From an optimization exercise on the open Yosys and OpenROAD flow, aimed at small area, a short achievable clock period and few clock cycles per item; shortcuts taken in it are not production practice. At most, simulation tests tie the RTL to the original design; equivalence was not proved. Power and IR drop assume default switching activity.

raven:
## time_based_processor
module time_based_processor(
    input           clk,             
    input           rst_n,           
    input  [7:0]    data_in,         
    input  [2:0]    opcode,          
    input           data_valid,      
    output [15:0]   data_out,        
    output          data_ready,      
    output [3:0]    status_flags     
);
==> flow/config.mk <==
export PLATFORM = sky130hd
export DESIGN_NAME = time_based_processor
export DESIGN_NICKNAME = time_based_processor
export VERILOG_FILES = /design/flow/design.v
export SDC_FILE = /design/flow/constraint.sdc
export NUM_CORES = 4
export LEC_CHECK = 0
export ABC_AREA = 1
export CAP_MARGIN = 20
export CORE_MARGIN = 2
export CORE_UTILIZATION = 40
export CTS_BUF_LIST = sky130_fd_sc_hd__clkbuf_4
export SETUP_SLACK_MARGIN = 2
export SLEW_MARGIN = 20
==> flow/constraint.sdc <==
create_clock -name core_clock -period 5.5 [get_ports {clk}]
set_input_delay 1.1000 -clock core_clock [delete_from_list [all_inputs] [get_ports {clk}]]
set_output_delay 1.1000 -clock core_clock [all_outputs]
set_load 0.01 [all_outputs]
standard.sh (not shown) runs the stock make flow with config.mk's settings and CLKGATE_MAP_FILE= SYNTH_SCRIPT=/design/flow/synth_recipe.tcl, a recipe that flattens the netlist after the stock synthesis.
==> flow/flow/run.sh <==
#!/bin/bash
# Standard layout with two changes: plain buf_1 cells as the port buffers,
# and half adders left to abc as plain gates (flow/noha.mk).
bash standard.sh "DESIGN_CONFIG=$PWD/flow/noha.mk" "BUFFER_PORTS_ARGS=-buffer_cell sky130_fd_sc_hd__buf_1" finish > standard.log 2>&1
==> flow/flow/noha.mk <==
# The standard flow's settings, plus the half adders cells marked don't-use so that
# synthesis leaves half adders to abc as plain gates.
include $(FLOW_CONFIG)
export DONT_USE_CELLS += sky130_fd_sc_hd__ha_1 sky130_fd_sc_hd__ha_2 sky130_fd_sc_hd__ha_4
Both conditions hold for raven: the flow ran to the end and the final layout passed the timing, DRC and antenna checks.
Testbench counts of raven, summed over its fixed seeds: cycles 15,476, ops 4,800.
The inputs of pepper differ from those of raven as listed below.
# raven
export LEC_CHECK = 0
export ABC_AREA = 1
export CAP_MARGIN = 20
export CORE_MARGIN = 2
export CORE_UTILIZATION = 40
export CTS_BUF_LIST = sky130_fd_sc_hd__clkbuf_4
export SETUP_SLACK_MARGIN = 2
export SLEW_MARGIN = 20
create_clock -name core_clock -period 5.5 [get_ports {clk}]
# pepper
export LEC_CHECK = 0
export ABC_AREA = 1
export CAP_MARGIN = 20
export CORE_MARGIN = 2
export CORE_UTILIZATION = 40
export SETUP_SLACK_MARGIN = 2.75
export SLEW_MARGIN = 20
create_clock -name core_clock -period 5.5 [get_ports {clk}]
==> comparison <==
Relative to raven, the vias after detailed routing measured on pepper has increased by a few percent.
Diff raven -> pepper: cell count moved up; chip height level.
In pepper relative to raven, total power had gone up by a little under 10%.
Lower register share of the cell area among pepper and raven: pepper
Global-route wire length before repair went up by a few percent going from raven to pepper.
Diff pepper..raven | floorplan die width | negligible

========
Setup of job 9267:
Another version of the RTL of time_based_processor (not shown whole).
Size: about 560 cells after synthesis, ~32 flip-flops, ~35 I/O pins, about 3400 sq um of cells after synthesis.
clock: 5.5 ns
lec_check: 0
abc_area: 1
cap_margin: 20
core_margin: 2
core_utilization: 40
setup_slack_margin: 2
slew_margin: 20
==> flow/flow/run.sh <==
#!/bin/bash
# Standard layout with two changes: plain buf_1 cells as the port buffers,
# and half and full adders left to abc as plain gates (flow/noha.mk).
bash standard.sh "DESIGN_CONFIG=$PWD/flow/noha.mk" "BUFFER_PORTS_ARGS=-buffer_cell sky130_fd_sc_hd__buf_1" finish > standard.log 2>&1
==> flow/flow/noha.mk <==
# The standard flow's settings, plus the half and full adders cells marked don't-use so that
# synthesis leaves half and full adders to abc as plain gates.
include $(FLOW_CONFIG)
export DONT_USE_CELLS += sky130_fd_sc_hd__ha_1 sky130_fd_sc_hd__ha_2 sky130_fd_sc_hd__ha_4 sky130_fd_sc_hd__fa_1 sky130_fd_sc_hd__fa_2 sky130_fd_sc_hd__fa_4
The inputs of job 5629 differ from those of job 9267 as listed below.
# job 9267
export LEC_CHECK = 0
export ABC_AREA = 1
export CAP_MARGIN = 20
export CORE_MARGIN = 2
export CORE_UTILIZATION = 40
export SETUP_SLACK_MARGIN = 2
export SLEW_MARGIN = 20
create_clock -name core_clock -period 5.5 [get_ports {clk}]
# job 5629
export LEC_CHECK = 0
export ABC_AREA = 1
export CAP_MARGIN = 20
export CORE_MARGIN = 2
export CORE_UTILIZATION = 40
export SETUP_SLACK_MARGIN = 3
export SLEW_MARGIN = 20
create_clock -name core_clock -period 5.5 [get_ports {clk}]
==> flow/flow/run.sh <==
#!/bin/bash
# Standard layout with two changes: plain buf_1 cells as the port buffers,
# and half adders left to abc as plain gates (flow/noha.mk).
bash standard.sh "DESIGN_CONFIG=$PWD/flow/noha.mk" "BUFFER_PORTS_ARGS=-buffer_cell sky130_fd_sc_hd__buf_1" finish > standard.log 2>&1
==> flow/flow/noha.mk <==
# The standard flow's settings, plus the half adders cells marked don't-use so that
# synthesis leaves half adders to abc as plain gates.
include $(FLOW_CONFIG)
export DONT_USE_CELLS += sky130_fd_sc_hd__ha_1 sky130_fd_sc_hd__ha_2 sky130_fd_sc_hd__ha_4
==> comparison <==
What job 5629 reported for routed length on met2 has to be multiplied by 0.947 to get the figure for job 9267.
In the metrics for job 5629 and job 9267, the one carrying the higher hold slack is job 9267.
Area of the placeable core (job 5629 vs. job 9267) decreases slightly
Comparing job 5629 and job 9267, the lower total power is on job 9267.
Job 5629: design area higher than job 9267
NOTE: power share of the combinational group in job 5629 exceeds that of job 9267
Job 9267 has higher final critical path time including I/O delays and setup than job 5629.
diff inputs: job 5629 => job 3213
# job 5629
export LEC_CHECK = 0
export ABC_AREA = 1
export CAP_MARGIN = 20
export CORE_MARGIN = 2
export CORE_UTILIZATION = 40
export SETUP_SLACK_MARGIN = 3
export SLEW_MARGIN = 20
create_clock -name core_clock -period 5.5 [get_ports {clk}]
# job 3213
export LEC_CHECK = 0
export ABC_AREA = 1
export CAP_MARGIN = 20
export CORE_MARGIN = 2
export CORE_UTILIZATION = 40
export SETUP_SLACK_MARGIN = 2
export SLEW_MARGIN = 20
create_clock -name core_clock -period 5.5 [get_ports {clk}]
==> flow/flow/noha.mk <==
# The standard flow's settings, plus the half-adder cells marked don't-use so that
# synthesis leaves half adders to abc as plain gates.
include $(FLOW_CONFIG)
export DONT_USE_CELLS += sky130_fd_sc_hd__ha_1 sky130_fd_sc_hd__ha_2 sky130_fd_sc_hd__ha_4
==> run notes <==
- Compared with job 5629, in job 3213 area growth from synthesis to layout lower; worst setup slack has decreased; slew at the pin closest to its max-slew limit climbed 290 ps; number of fill cells in the layout went up.
- Looking at cell type of the slowest stage on the worst timing path, the sky130_fd_sc_hd__fa_1 result is from job 3213; the sky130_fd_sc_hd__fa_2 one comes from job 5629.
What job 9200 does differently from job 3213 at the input level:
# job 3213
export LEC_CHECK = 0
export ABC_AREA = 1
export CAP_MARGIN = 20
export CORE_MARGIN = 2
export CORE_UTILIZATION = 40
export SETUP_SLACK_MARGIN = 2
export SLEW_MARGIN = 20
create_clock -name core_clock -period 5.5 [get_ports {clk}]
# job 9200
export LEC_CHECK = 0
export ABC_AREA = 1
export CAP_MARGIN = 20
export CORE_MARGIN = 2
export CORE_UTILIZATION = 40
export SETUP_SLACK_MARGIN = 2.5
export SLEW_MARGIN = 20
create_clock -name core_clock -period 5.5 [get_ports {clk}]
==> flow/flow/noha.mk <==
# The standard flow's settings, plus the half adders cells marked don't-use so that
# synthesis leaves half adders to abc as plain gates.
include $(FLOW_CONFIG)
export DONT_USE_CELLS += sky130_fd_sc_hd__ha_1 sky130_fd_sc_hd__ha_2 sky130_fd_sc_hd__ha_4
Findings:
Non-clock buffer count: job 9200 and job 3213 compared, lower one is job 3213. Share of the clock period used by the worst path, job 9200 and job 3213: smaller value in job 9200. Job 9200 vs job 3213 — number of logic stages on the critical path including buffering rose 6. The fraction of area in registers in job 9200 sits 1.5 points below the value recorded for job 3213.
No run of this note included a check of the RTL's function; only the layout flow was run.

==> afterwards: timing with drivers on the ports <==
Ports are ideal in the flow. The routed layouts listed here were re-timed in OpenROAD. Step 1: set_driving_cell puts a clkbuf_16 on clk and a buf_2 on each other input, an assumption about the parent block. Step 2 also shifts input and output timing later by t, the mid clock arrival at the registers, as if the neighbouring blocks saw the same clock. Slacks: ideal ports / drivers / drivers and shift; pairs: ideal ports / drivers.
run	t, ns	setup WS [ns]	hold WS [ns]	slew at the worst register clock pin (ns)	worst slew at a driven data input, ns
raven	0.370	2.397 / 2.399 / 2.029	0.534 / 0.532 / 0.599	0.12 / 0.12	0.03
pepper	0.315	2.803 / 2.803 / 2.546	0.602 / 0.596 / 0.607	0.08 / 0.08	0.04
job 9267	0.310	2.189 / 2.192 / 1.881	0.605 / 0.598 / 0.611	0.08 / 0.08	0.04
job 5629	0.322	2.445 / 2.445 / 2.123	0.573 / 0.573 / 0.573	0.08 / 0.08	0.04
job 3213	0.318	2.187 / 2.192 / 1.877	0.568 / 0.568 / 0.568	0.07 / 0.07	0.03
job 9200	0.327	2.450 / 2.454 / 2.128	0.570 / 0.570 / 0.570	0.08 / 0.08	0.04
After both steps every run listed still meets setup and hold. The setup slack of raven, which loses most, moves by +0.002 ns with the drivers and by -0.368 ns with both steps.
